Background: an optimization exercise with open tools, aiming at small area, a short achievable clock period and few clock cycles per item. Do not read the settings as production practice. RTL that was checked went through simulation tests only; none was proved equivalent to the original.

Setup of main:
Design IOTDF, start of the top module:
module IOTDF (input clk, input rst, input in_en, input [7:0] iot_in, input [2:0] fn_sel,
              output busy, output valid, output [127:0] iot_out);
    function [3:0] s1;
        input [5:0] x;
        case (x)
            6'd0: s1 = 4'd14;
            6'd1: s1 = 4'd0;
            6'd2: s1 = 4'd4;
            6'd3: s1 = 4'd15;
            6'd4: s1 = 4'd13;
            6'd5: s1 = 4'd7;
            6'd6: s1 = 4'd1;
            6'd7: s1 = 4'd4;
            6'd8: s1 = 4'd2;
            6'd9: s1 = 4'd14;
            6'd10: s1 = 4'd15;
            6'd11: s1 = 4'd2;
            6'd12: s1 = 4'd11;
            6'd13: s1 = 4'd13;
            6'd14: s1 = 4'd8;
            6'd15: s1 = 4'd1;
            6'd16: s1 = 4'd3;
            6'd17: s1 = 4'd10;
            6'd18: s1 = 4'd10;
            6'd19: s1 = 4'd6;
            6'd20: s1 = 4'd6;
            6'd21: s1 = 4'd12;
            6'd22: s1 = 4'd12;
            6'd23: s1 = 4'd11;
            6'd24: s1 = 4'd5;
            6'd25: s1 = 4'd9;
            6'd26: s1 = 4'd9;
            6'd27: s1 = 4'd5;
            6'd28: s1 = 4'd0;
            6'd29: s1 = 4'd3;
            6'd30: s1 = 4'd7;
            6'd31: s1 = 4'd8;
            6'd32: s1 = 4'd4;
            6'd33: s1 = 4'd15;
            6'd34: s1 = 4'd1;
            6'd35: s1 = 4'd12;
            6'd36: s1 = 4'd14;
            6'd37: s1 = 4'd8;
            6'd38: s1 = 4'd8;
            6'd39: s1 = 4'd2;
  ...
clock: 4.5 ns
lec_check: 0
abc_area: 1
abc_clock_period_in_ps: 2300
cap_margin: 20
core_margin: 2
core_utilization: 30
cts_buf_list: sky130_fd_sc_hd__clkbuf_8
cts_cluster_diameter: 60
cts_cluster_size: 14
place_density: 0.75
setup_slack_margin: 2.2
slew_margin: 20
standard.sh (not shown) runs the stock make flow with config.mk's settings and CLKGATE_MAP_FILE= SYNTH_SCRIPT=/design/flow/synth_recipe.tcl, a recipe that flattens the netlist after the stock synthesis.
==> flow/flow/run.sh <==
#!/bin/bash
# Standard ORFS layout (the standard.sh, standard synthesis), with the
# port buffers made of sky130_fd_sc_hd__buf_1 instead of the resizer's default pick.
set -uo pipefail
export BUFFER_PORTS_ARGS="-buffer_cell sky130_fd_sc_hd__buf_1"
bash standard.sh > standard_flow.log 2>&1
Testbench counts of main, summed over its fixed seeds: cycles 8,100, items 480.
What the feature branch does differently from main at the input level:
--- a/flow/design.v
+++ b/flow/design.v
@@ -608,39 +608,41 @@
                 g2b[i] = b;
             end
         end
     endfunction
     reg         busy_r, valid_r;
     reg [3:0]   cnt;         
     reg         m_des, m_enc;    
+    reg         m_e0, m_d1;      
+    reg         ldA, ldB, ldC;   
+    reg         amt1;            
     reg         plsb;        
     reg [127:0] O;           
     reg         act;         
     reg [3:0]   rc;          
     reg [31:0]  Lr, Rr;
     reg [27:0]  Cr, Dr;
     reg [7:0]   P;           
     assign busy = busy_r;
     assign valid = valid_r;
     assign iot_out = O;
     wire [127:0] blk   = {O[119:0], iot_in};       
     wire         first = (cnt == 4'd0);
     wire         last  = in_en & (cnt == 4'd15);
-    wire         load  = last & m_des;
+    wire         load  = ldC;    
     wire         copy  = act & (rc == 4'd0);
     wire [55:0]  cd0 = pc1(blk[127:64]);
     wire [47:0]  K   = pc2({Cr, Dr});
     wire [47:0]  sx  = e(Rr) ^ K;
     wire [31:0]  so  = {s1(sx[47:42]), s2(sx[41:36]), s3(sx[35:30]), s4(sx[29:24]),
                         s5(sx[23:18]), s6(sx[17:12]), s7(sx[11:6]), s8(sx[5:0])};
     wire [31:0]  Rn  = Lr ^ pp(so);
     wire [63:0]  des_out = fp({Rn, Rr});
     wire [55:0]  cd_key  = m_enc ? {Cr, Dr} : {Cr[0], Cr[27:1], Dr[0], Dr[27:1]};
     wire [63:0]  key_out = ipc1(cd_key, P);
-    wire         amt1 = (rc == 4'd1) | (rc == 4'd8) | (rc == 4'd15);
     wire         f_crc = (fn_sel == 3'd3);
     wire         f_b2g = (fn_sel == 3'd4);
     wire         f_g2b = (fn_sel == 3'd5);
     wire         c_in = ~first & (f_g2b ? O[0] : plsb);
     wire [2:0]   crc_in = first ? 3'd0 : O[2:0];
     reg  [7:0]   byte_in;
     always @(*) begin
@@ -650,41 +652,47 @@
         else            byte_in = iot_in;
     end
     wire busy_n = ~(in_en & (cnt == 4'd14)) &
                   (load | (act & ~((rc == 4'd0) | (rc == 4'd15))));
     wire valid_n = (last & ~m_des) | copy;
     always @(posedge clk or posedge rst) begin
         if (rst) begin
-            busy_r <= 1'b0; valid_r <= 1'b0;
+            busy_r <= 1'b0; valid_r <= 1'b0; ldC <= 1'b0;
             cnt <= 4'd0;
             act <= 1'b0;
         end else begin
             busy_r <= busy_n; valid_r <= valid_n;
+            ldC <= in_en & (cnt == 4'd14) & ((fn_sel == 3'd1) | (fn_sel == 3'd2));
             if (in_en) cnt <= cnt + 4'd1;
             if (load) act <= 1'b1;
             else if (copy) act <= 1'b0;
         end
     end
     always @(posedge clk) begin
         plsb <= iot_in[0];
         m_des <= (fn_sel == 3'd1) | (fn_sel == 3'd2);
         m_enc <= (fn_sel == 3'd1);
+        m_e0 <= fn_sel[0];
+        m_d1 <= fn_sel[1];
+        ldA <= in_en & (cnt == 4'd14) & ~fn_sel[2];
+        ldB <= in_en & (cnt == 4'd14);
+        amt1 <= load | (rc == 4'd7) | (rc == 4'd14);
         rc <= load ? 4'd1 : rc + 4'd1;
         if (copy) O <= {key_out, des_out};
         else O <= {O[119:8], O[7:3], O[2:0] & {3{~f_crc}}, byte_in};
-        if (load) begin
-            {Lr, Rr} <= ip(blk[63:0]);
-            {Cr, Dr} <= m_enc ? {cd0[54:28], cd0[55], cd0[26:0], cd0[27]} : cd0;
-            P <= {blk[120], blk[112], blk[104], blk[96], blk[88], blk[80], blk[72], blk[64]};
-        end else begin
+        if (ldB) {Lr, Rr} <= ip(blk[63:0]);
+        else begin
             Lr <= Rr;
             Rr <= Rn;
-            if (m_enc) begin
-                if (amt1) {Cr, Dr} <= {Cr[26:0], Cr[27], Dr[26:0], Dr[27]};
-                else      {Cr, Dr} <= {Cr[25:0], Cr[27:26], Dr[25:0], Dr[27:26]};
-            end else begin
-                if (amt1) {Cr, Dr} <= {Cr[0], Cr[27:1], Dr[0], Dr[27:1]};
-                else      {Cr, Dr} <= {Cr[1:0], Cr[27:2], Dr[1:0], Dr[27:2]};
-            end
+        end
+        if (ldA) begin
+            {Cr, Dr} <= m_d1 ? cd0 : {cd0[54:28], cd0[55], cd0[26:0], cd0[27]};
+            P <= {blk[120], blk[112], blk[104], blk[96], blk[88], blk[80], blk[72], blk[64]};
+        end else if (m_e0) begin
+            if (amt1) {Cr, Dr} <= {Cr[26:0], Cr[27], Dr[26:0], Dr[27]};
+            else      {Cr, Dr} <= {Cr[25:0], Cr[27:26], Dr[25:0], Dr[27:26]};
+        end else begin
+            if (amt1) {Cr, Dr} <= {Cr[0], Cr[27:1], Dr[0], Dr[27:1]};
+            else      {Cr, Dr} <= {Cr[1:0], Cr[27:2], Dr[1:0], Dr[27:2]};
         end
     end
 endmodule
==> comparison <==
- main ended up with O[55] as its start point of the critical path; the feature branch ended up with O[0].
- When the feature branch is set beside main, its portion of the clock cycle consumed by the worst path in the final layout turns out to be 0.25 points larger.
- From main to the feature branch the numbers moved as follows: met3 capacity usage during global routing moved down, clock network area share level, register-to-register slack moved up, maximum fanout count along the critical path moved up, complex-gate fraction of the synthesized area moved up.
- Number of post-CTS setup repair buffers: the feature branch lower than main
- | global-route wire length before repair | higher: main |
- Arrival time of the worst setup path: main vs the feature branch — no meaningful difference
- The final reports for the feature branch and main show met2 global-route usage higher in the former.
- In the feature branch, setup slack is lower than in main.
- Delta (the feature branch minus main): area overhead of the layout relative to synthesis went up; routed wire length decreased about 1.3%.
For the feature branch, only the layout was checked, not whether the RTL still works.

-- afterwards: timing with drivers on the ports --
Ports are ideal in the flow. The routed layouts listed here were re-timed in OpenROAD.
Step 1 (the two cells are an assumption about what drives the block):
set clk [get_ports {clk}]
set_driving_cell -lib_cell sky130_fd_sc_hd__clkbuf_16 $clk
set_driving_cell -lib_cell sky130_fd_sc_hd__buf_2 [delete_from_list [all_inputs] $clk]
Step 2 adds t to the input delays and takes it off the output delays; t is the mean of the earliest and latest rising clock arrival at the registers after step 1. Input paths then give back, and output paths get back, about the clock's delay inside the block.
Slacks: ideal / step 1 / step 2; pairs: ideal / step 1.
run	t (ns)	setup WS [ns]	worst hold slack (ns)	worst setup path at the end	slew at the worst register clock pin (ns)
main	0.661	2.243 / 2.192 / 1.792	0.180 / 0.152 / 0.453	input to register	0.10 / 0.10
the feature branch	0.673	2.232 / 2.185 / 1.786	0.149 / 0.123 / 0.438	input to register	0.10 / 0.10
After both steps setup and hold are still met in every run listed. The setup slack of main, which loses most, moves by -0.051 ns with the drivers and by -0.451 ns with both steps.
